This is an optimization exercise on Yosys and OpenROAD, whose aim is small area, a short achievable clock period and few clock cycles, not a production implementation. Only simulation tests tie the RTL to the original design; equivalence was not proved.

==> exp/amber <==
Design alu, start of the top module:
module alu #(
    parameter INST_W = 4,
    parameter INT_W  = 6,
    parameter FRAC_W = 10,
    parameter DATA_W = INT_W + FRAC_W
)(
    input                      i_clk,
    input                      i_rst_n,
    input                      i_in_valid,
    output                     o_busy,
    input         [INST_W-1:0] i_inst,
    input  signed [DATA_W-1:0] i_data_a,
    input  signed [DATA_W-1:0] i_data_b,
    output                     o_out_valid,
    output        [DATA_W-1:0] o_data
);
export LEC_CHECK = 0
export CAP_MARGIN = 20
export CORE_MARGIN = 2
export CORE_UTILIZATION = 50
export SLEW_MARGIN = 20
export SYNTH_HIERARCHICAL = 1
create_clock -name core_clock -period 36.0 [get_ports {i_clk}]
standard.sh (not shown) runs the stock make flow with config.mk's settings and CLKGATE_MAP_FILE= SYNTH_SCRIPT=/design/flow/synth_recipe.tcl, a recipe that flattens the netlist after the stock synthesis.
==> flow/flow/run.sh <==
#!/bin/bash
# Standard synthesis, then the standard layout steps with a larger setup
# margin for repair_timing and plain buffers on the ports. Each step's make
# output goes to its own log file here.
set -euo pipefail
bash standard.sh synth > flow_synth.log 2>&1
bash standard.sh SETUP_SLACK_MARGIN=28 "BUFFER_PORTS_ARGS=-buffer_cell sky130_fd_sc_hd__buf_2" finish > flow_layout.log 2>&1
==> inputs of exp/indigo, as changes to exp/amber <==
--- a/flow/design.v
+++ b/flow/design.v
@@ -1673,53 +1673,49 @@
 end
 wire s2_v    = l4_f[3];
 wire s2_sine = l4_f[2];
 wire s2_shift = l4_f[1];
 wire s2_copy = l4_f[0];
+reg [111:0] M;
+always @(posedge i_clk) begin
+    if (s2_shift) M <= {l4_d, M[111:16]};
+end
+wire [127:0] rows = {l4_d, M};
+reg [127:0] W;       
+integer k, r;
+always @(*) begin
+    for (k = 0; k < 8; k = k + 1)
+        for (r = 0; r < 8; r = r + 1)
+            W[16*k + 14 - 2*r +: 2] = rows[16*r + 2*(7-k) +: 2];
+end
 wire [16:0] sv = G[66:50];
 wire [15:0] r_sin = (sv[16] != sv[15]) ? {sv[16], {15{~sv[16]}}} : sv[15:0];
 wire [15:0] R2 = s2_sine ? r_sin : l4_d;
 reg [111:0] Q;        
 reg [6:0]  qv;        
-reg [6:0]  qr;        
 reg [15:0] out_d;
 reg        out_v;
-wire [127:0] rows = {l4_d, Q};
-reg  [127:0] W;       
-integer k, r;
-always @(*) begin
-    for (k = 0; k < 8; k = k + 1)
-        for (r = 0; r < 8; r = r + 1)
-            W[16*k + 14 - 2*r +: 2] = rows[16*r + 2*(7-k) +: 2];
-end
-wire       in_any  = s2_v | s2_shift;               
-wire       q_pop   = qv[0] & ~qr[0];                
-wire [6:0] qv_b    = q_pop ? {1'b0, qv[6:1]} : qv;   
-wire [6:0] q_app   = ~qv_b & {qv_b[5:0], 1'b1};    
-wire       direct  = ~qv[0] & s2_v;                 
+wire       q_ne = qv[0];
+wire [6:0] qv_sh = {1'b0, qv[6:1]};
+wire [6:0] q_app = ~qv_sh & {qv_sh[5:0], 1'b1};    
 always @(posedge i_clk or negedge i_rst_n) begin
     if (!i_rst_n) begin
         qv <= 7'd0;
-        qr <= 7'd0;
         out_v <= 1'b0;
     end else begin
-        out_v <= s2_copy | q_pop | direct;
-        if (s2_copy) begin
-            qv <= 7'h7f;
-            qr <= 7'd0;
-        end else begin
-            qv <= (in_any & ~direct) ? (qv_b | q_app) : qv_b;
-            qr <= (q_pop ? {1'b0, qr[6:1]} : qr) | ((s2_shift) ? q_app : 7'd0);
-        end
+        out_v <= q_ne | s2_v | s2_copy;
+        if (s2_copy) qv <= 7'h7f;
+        else if (s2_v & q_ne) qv <= {qv_sh[5:0], 1'b1};
+        else qv <= qv_sh;
     end
 end
 always @(posedge i_clk) begin
-    out_d <= s2_copy ? W[15:0] : (q_pop ? Q[15:0] : R2);
+    out_d <= q_ne ? Q[15:0] : (s2_v ? R2 : W[15:0]);
     for (i = 0; i < 7; i = i + 1) begin
         if (s2_copy) Q[16*i +: 16] <= W[16*(i+1) +: 16];
         else if (q_app[i]) Q[16*i +: 16] <= R2;
-        else if (q_pop && i < 6) Q[16*i +: 16] <= Q[16*(i+1) +: 16];
+        else if (i < 6) Q[16*i +: 16] <= Q[16*(i+1) +: 16];
     end
 end
 assign o_out_valid = out_v;
 assign o_data = out_d;
 endmodule
==> inputs of exp/umber, as changes to exp/amber <==
--- a/flow/design.v
+++ b/flow/design.v
@@ -14,50 +14,44 @@
     output                     o_out_valid,
     output        [DATA_W-1:0] o_data
 );
 reg        busy;
 reg [2:0]  rl;           
+reg [1:0]  sc;           
 reg        s0_v;
 reg [3:0]  s0_inst;
 reg [15:0] s0_a, s0_b;
-reg [1:0]  sp;           
-reg        s1_sine;
 wire       s0_row   = (rl != 3'd0) & (rl != 3'd1);    
 wire       s0_last  = (rl == 3'd1);                    
-wire       s0_rowany = (rl != 3'd0);
-wire       s0_op    = s0_v & ~s0_rowany;
-wire       u_mac    = s0_op & (s0_inst == 4'd2);
-wire       u_sine   = s0_op & (s0_inst == 4'd3);
-wire       unit_nx  = s1_sine | (sp == 2'd1) | (sp == 2'd2);   
-wire       hold     = (u_mac | u_sine) & unit_nx;
-wire       s0_take  = s0_v & ~hold;
-wire [2:0] rl_n = !s0_take ? rl : (rl != 3'd0) ? rl - 3'd1 : (s0_inst == 4'd9) ? 3'd7 : 3'd0;
-wire       in_unit  = i_in_valid & ((i_inst == 4'd2) | (i_inst == 4'd3)) & (rl_n == 3'd0);
-wire       busy_n   = (hold | in_unit) & ((u_sine & ~hold) | s1_sine | (sp == 2'd1));
+wire [2:0] rl_n = !s0_v ? rl : (rl != 3'd0) ? rl - 3'd1 : (s0_inst == 4'd9) ? 3'd7 : 3'd0;
+wire acc_sine  = i_in_valid & (i_inst == 4'd3) & (rl_n == 3'd0);
+wire [1:0] sc_n = acc_sine ? 2'd3 : (sc != 2'd0 ? sc - 2'd1 : 2'd0);
 always @(posedge i_clk or negedge i_rst_n) begin
     if (!i_rst_n) begin
         busy <= 1'b0;
         rl <= 3'd0;
+        sc <= 2'd0;
         s0_v <= 1'b0;
     end else begin
-        busy <= busy_n;
-        s0_v <= hold | i_in_valid;
+        sc <= sc_n;
+        busy <= (sc_n != 2'd0);
+        s0_v <= i_in_valid;
         rl <= rl_n;
     end
 end
 always @(posedge i_clk) begin
-    if (!hold) begin
-        s0_inst <= i_inst;
-        s0_a <= i_data_a;
-        s0_b <= i_data_b;
-    end
+    s0_inst <= i_inst;
+    s0_a <= i_data_a;
+    s0_b <= i_data_b;
 end
 assign o_busy = busy;
-wire d_mac     = u_mac & ~hold;
-wire d_sine    = u_sine & ~hold;
+wire s0_rowany = s0_row | s0_last;
+wire s0_op     = s0_v & ~s0_rowany;
+wire d_mac     = s0_op & (s0_inst == 4'd2);
+wire d_sine    = s0_op & (s0_inst == 4'd3);
 wire d_hdr     = s0_op & (s0_inst == 4'd9);
-wire d_simple  = s0_op & ~u_mac & ~u_sine & ~d_hdr;
+wire d_simple  = s0_op & ~d_mac & ~d_sine & ~d_hdr;
 wire d_shift   = d_hdr | (s0_v & s0_row);
 wire d_copy    = s0_v & s0_last;
 wire signed [16:0] s_add = $signed(s0_a) + $signed(s0_b);
 wire signed [16:0] s_sub = $signed(s0_a) - $signed(s0_b);
 wire [15:0] r_add = (s_add[16] != s_add[15]) ? {s_add[16], {15{~s_add[16]}}} : s_add[15:0];
@@ -117,11 +111,11 @@
         bd_one[i] = ax[2*i+1] ^ ax[2*i];
         bd_two[i] = (ax[2*i+2] & ~ax[2*i+1] & ~ax[2*i]) | (~ax[2*i+2] & ax[2*i+1] & ax[2*i]);
     end
 end
 wire [19:0] a9 = {{4{s0_a[15]}}, s0_a} + {s0_a[15], s0_a, 3'b000};
-reg        s1_mac, s1_simple, s1_shift, s1_copy, s1_fresh;
+reg        s1_mac, s1_sine, s1_simple, s1_shift, s1_copy, s1_fresh;
 reg [7:0]  b_one, b_two, b_neg;   
 reg [19:0] s1_x;     
 always @(posedge i_clk or negedge i_rst_n) begin
     if (!i_rst_n) begin
         s1_mac <= 1'b0;
@@ -138,22 +132,25 @@
         s1_copy <= d_copy;
         s1_fresh <= d_mac | d_sine;
     end
 end
 always @(posedge i_clk) begin
-    if (d_mac | d_sine) begin
+    if (s0_v) begin
         b_one <= bd_one;
         b_two <= bd_two;
         b_neg <= bd_neg;
     end
     s1_x <= d_mac ? {{4{s0_b[15]}}, s0_b} :
             d_sine ? a9 :
             d_simple ? {4'd0, r_simple} : {4'd0, s0_a};
 end
+reg [1:0] sp;        
 reg [66:0] G;
 reg [36:0] accm;     
 wire [35:0] acc = (accm[36] != accm[35]) ? {accm[36], {35{~accm[36]}}} : accm[35:0];
+reg s2_v;
+reg [1:0] s2_kind;   
 wire [66:0] ux = s1_fresh ? {{47{s1_x[19]}}, s1_x} : G;
 wire [66:0] uc = s1_mac  ? {{31{acc[35]}}, acc} :
                  s1_sine ? (67'd0 - (67'd171 << 20)) :
                  (sp == 2'd2) ? (67'd1 << 50) :
                  (sp == 2'd3) ? (67'd1 << 49) : 67'd0;
@@ -1634,92 +1631,65 @@
 wire [66:0] uy = ur0 + ur1;
 always @(posedge i_clk or negedge i_rst_n) begin
     if (!i_rst_n) begin
         sp <= 2'd0;
         accm <= 37'd0;
+        s2_v <= 1'b0;
+        s2_kind <= 2'd0;
     end else begin
         sp <= s1_sine ? 2'd1 : (sp == 2'd3 ? 2'd0 : (sp != 2'd0 ? sp + 2'd1 : 2'd0));
         if (s1_mac) accm <= uy[36:0];
+        s2_v <= s1_simple | s1_mac | (sp == 2'd3);
+        s2_kind <= s1_mac ? 2'd1 : (s1_simple ? 2'd0 : 2'd2);
     end
 end
 always @(posedge i_clk) begin
-    G <= uy;
+    G[66:16] <= uy[66:16];
+    G[15:0] <= s1_simple ? s1_x[15:0] : uy[15:0];
+end
+reg [111:0] M;
+always @(posedge i_clk) begin
+    if (s1_shift) M <= {s1_x[15:0], M[111:16]};
+end
+wire [127:0] rows = {s1_x[15:0], M};
+reg [127:0] W;       
+integer k, r;
+always @(*) begin
+    for (k = 0; k < 8; k = k + 1)
+        for (r = 0; r < 8; r = r + 1)
+            W[16*k + 14 - 2*r +: 2] = rows[16*r + 2*(7-k) +: 2];
 end
 wire [36:0] mr = G[36:0] + 37'd512;
 wire [26:0] mq = mr[36:10];
 wire [15:0] r_mac = (mq[26:15] != {12{mq[15]}}) ? {mq[26], {15{~mq[26]}}} : mq[15:0];
-reg        l1_v, l1_mac, l1_sine, l1_shift, l1_copy;
-reg [3:0]  l2_f, l3_f, l4_f;      
-reg [15:0] l1_d, l2_d, l3_d, l4_d;
-always @(posedge i_clk or negedge i_rst_n) begin
-    if (!i_rst_n) begin
-        l1_v <= 1'b0; l1_mac <= 1'b0; l1_sine <= 1'b0; l1_shift <= 1'b0; l1_copy <= 1'b0;
-        l2_f <= 4'd0; l3_f <= 4'd0; l4_f <= 4'd0;
-    end else begin
-        l1_v <= s1_simple | s1_mac | s1_sine;
-        l1_mac <= s1_mac;
-        l1_sine <= s1_sine;
-        l1_shift <= s1_shift;
-        l1_copy <= s1_copy;
-        l2_f <= {l1_v, l1_sine, l1_shift, l1_copy};
-        l3_f <= l2_f;
-        l4_f <= l3_f;
-    end
-end
-always @(posedge i_clk) begin
-    l1_d <= s1_x[15:0];
-    l2_d <= l1_mac ? r_mac : l1_d;
-    l3_d <= l2_d;
-    l4_d <= l3_d;
-end
-wire s2_v    = l4_f[3];
-wire s2_sine = l4_f[2];
-wire s2_shift = l4_f[1];
-wire s2_copy = l4_f[0];
 wire [16:0] sv = G[66:50];
 wire [15:0] r_sin = (sv[16] != sv[15]) ? {sv[16], {15{~sv[16]}}} : sv[15:0];
-wire [15:0] R2 = s2_sine ? r_sin : l4_d;
+wire [15:0] R2 = (s2_kind == 2'd1) ? r_mac : (s2_kind == 2'd2) ? r_sin : G[15:0];
 reg [111:0] Q;        
 reg [6:0]  qv;        
-reg [6:0]  qr;        
 reg [15:0] out_d;
 reg        out_v;
-wire [127:0] rows = {l4_d, Q};
-reg  [127:0] W;       
-integer k, r;
-always @(*) begin
-    for (k = 0; k < 8; k = k + 1)
-        for (r = 0; r < 8; r = r + 1)
-            W[16*k + 14 - 2*r +: 2] = rows[16*r + 2*(7-k) +: 2];
-end
-wire       in_any  = s2_v | s2_shift;               
-wire       q_pop   = qv[0] & ~qr[0];                
-wire [6:0] qv_b    = q_pop ? {1'b0, qv[6:1]} : qv;   
-wire [6:0] q_app   = ~qv_b & {qv_b[5:0], 1'b1};    
-wire       direct  = ~qv[0] & s2_v;                 
+wire       q_ne = qv[0];
+wire [6:0] qv_sh = {1'b0, qv[6:1]};
+wire [6:0] q_app = ~qv_sh & {qv_sh[5:0], 1'b1};    
 always @(posedge i_clk or negedge i_rst_n) begin
     if (!i_rst_n) begin
         qv <= 7'd0;
-        qr <= 7'd0;
         out_v <= 1'b0;
     end else begin
-        out_v <= s2_copy | q_pop | direct;
-        if (s2_copy) begin
-            qv <= 7'h7f;
-            qr <= 7'd0;
-        end else begin
-            qv <= (in_any & ~direct) ? (qv_b | q_app) : qv_b;
-            qr <= (q_pop ? {1'b0, qr[6:1]} : qr) | ((s2_shift) ? q_app : 7'd0);
-        end
+        out_v <= q_ne | s2_v | s1_copy;
+        if (s1_copy) qv <= 7'h7f;
+        else if (s2_v & q_ne) qv <= {qv_sh[5:0], 1'b1};
+        else qv <= qv_sh;
     end
 end
 always @(posedge i_clk) begin
-    out_d <= s2_copy ? W[15:0] : (q_pop ? Q[15:0] : R2);
+    out_d <= q_ne ? Q[15:0] : (s2_v ? R2 : W[15:0]);
     for (i = 0; i < 7; i = i + 1) begin
-        if (s2_copy) Q[16*i +: 16] <= W[16*(i+1) +: 16];
+        if (s1_copy) Q[16*i +: 16] <= W[16*(i+1) +: 16];
         else if (q_app[i]) Q[16*i +: 16] <= R2;
-        else if (q_pop && i < 6) Q[16*i +: 16] <= Q[16*(i+1) +: 16];
+        else if (i < 6) Q[16*i +: 16] <= Q[16*(i+1) +: 16];
     end
 end
 assign o_out_valid = out_v;
 assign o_data = out_d;
 endmodule
==> flow_summary.toml <==
[run_status]
status = "timing/DRC/antenna clean"

[global_route]
met1_usage_pct = 44.6

[floorplan]
taps = 1265

[cells_and_area]
layout-drive-gt1-share_pct = 21.9
antenna_cells = 2
nets = 5208

[logic_synthesis]
synth_top_family_by_area = "adder cells"
synth_area_leaders = "fa_1, a22oi_2, edfxtp_1"
yosysUniqueCellTypes = 87

[sta]
fin_ws_ps = 27560
The numbers above come from exp/indigo.

==> flow_summary.toml <==
[run_status]
status = "timing/DRC/antenna clean"

[cells_and_area]
antenna_cells = 2

[logic_synthesis]
yosysUniqueCellTypes = 95
synth_area_leaders = "fa_1, a22oi_2, xnor2_1"
The numbers above come from exp/umber.

==> flow_summary.toml <==
[logic_synthesis]
synth_area_leaders = "fa_1, a22oi_2, edfxtp_1"

[run_status]
status = "timing/DRC/antenna clean"

[cells_and_area]
layout-drive-gt1-share_pct = 20.6
antenna_cells = 0
The numbers above come from exp/amber.

Testbench counts of exp/amber, summed over its fixed seeds: cycles 6,264.
Testbench counts of exp/indigo, summed over its fixed seeds: cycles 6,264.
Testbench counts of exp/umber, summed over its fixed seeds: cycles 7,105.

re-timing with driven ports:
No port has a modelled driver above. Below, the same layouts with a new extraction and two added sets of constraints.
Step 1 sets driving cells, clkbuf_16 on the clock port and buf_2 on the other inputs (assumed; they add their load-dependent delay and slew).
Step 2 times the ports against the registers' clock, not the clock port: input delays grow and output delays shrink by t, the midpoint of the rising clock arrivals with the driver on.
Three values: ideal ports, drivers, drivers and shift; two values: the first two.
run	shift t [ns]	setup slack, ns	worst setup path at the end	cell pins on the clock port's net
exp/amber	0.657	27.663 / 27.604 / 27.836	input to register	1
exp/indigo	0.682	27.560 / 27.503 / 27.601	input, reset recovery	1
exp/umber	0.688	27.681 / 27.613 / 27.872	input, reset recovery	1
After both steps every run listed still meets setup and hold. The worst setup slack also covers recovery checks on asynchronous resets.
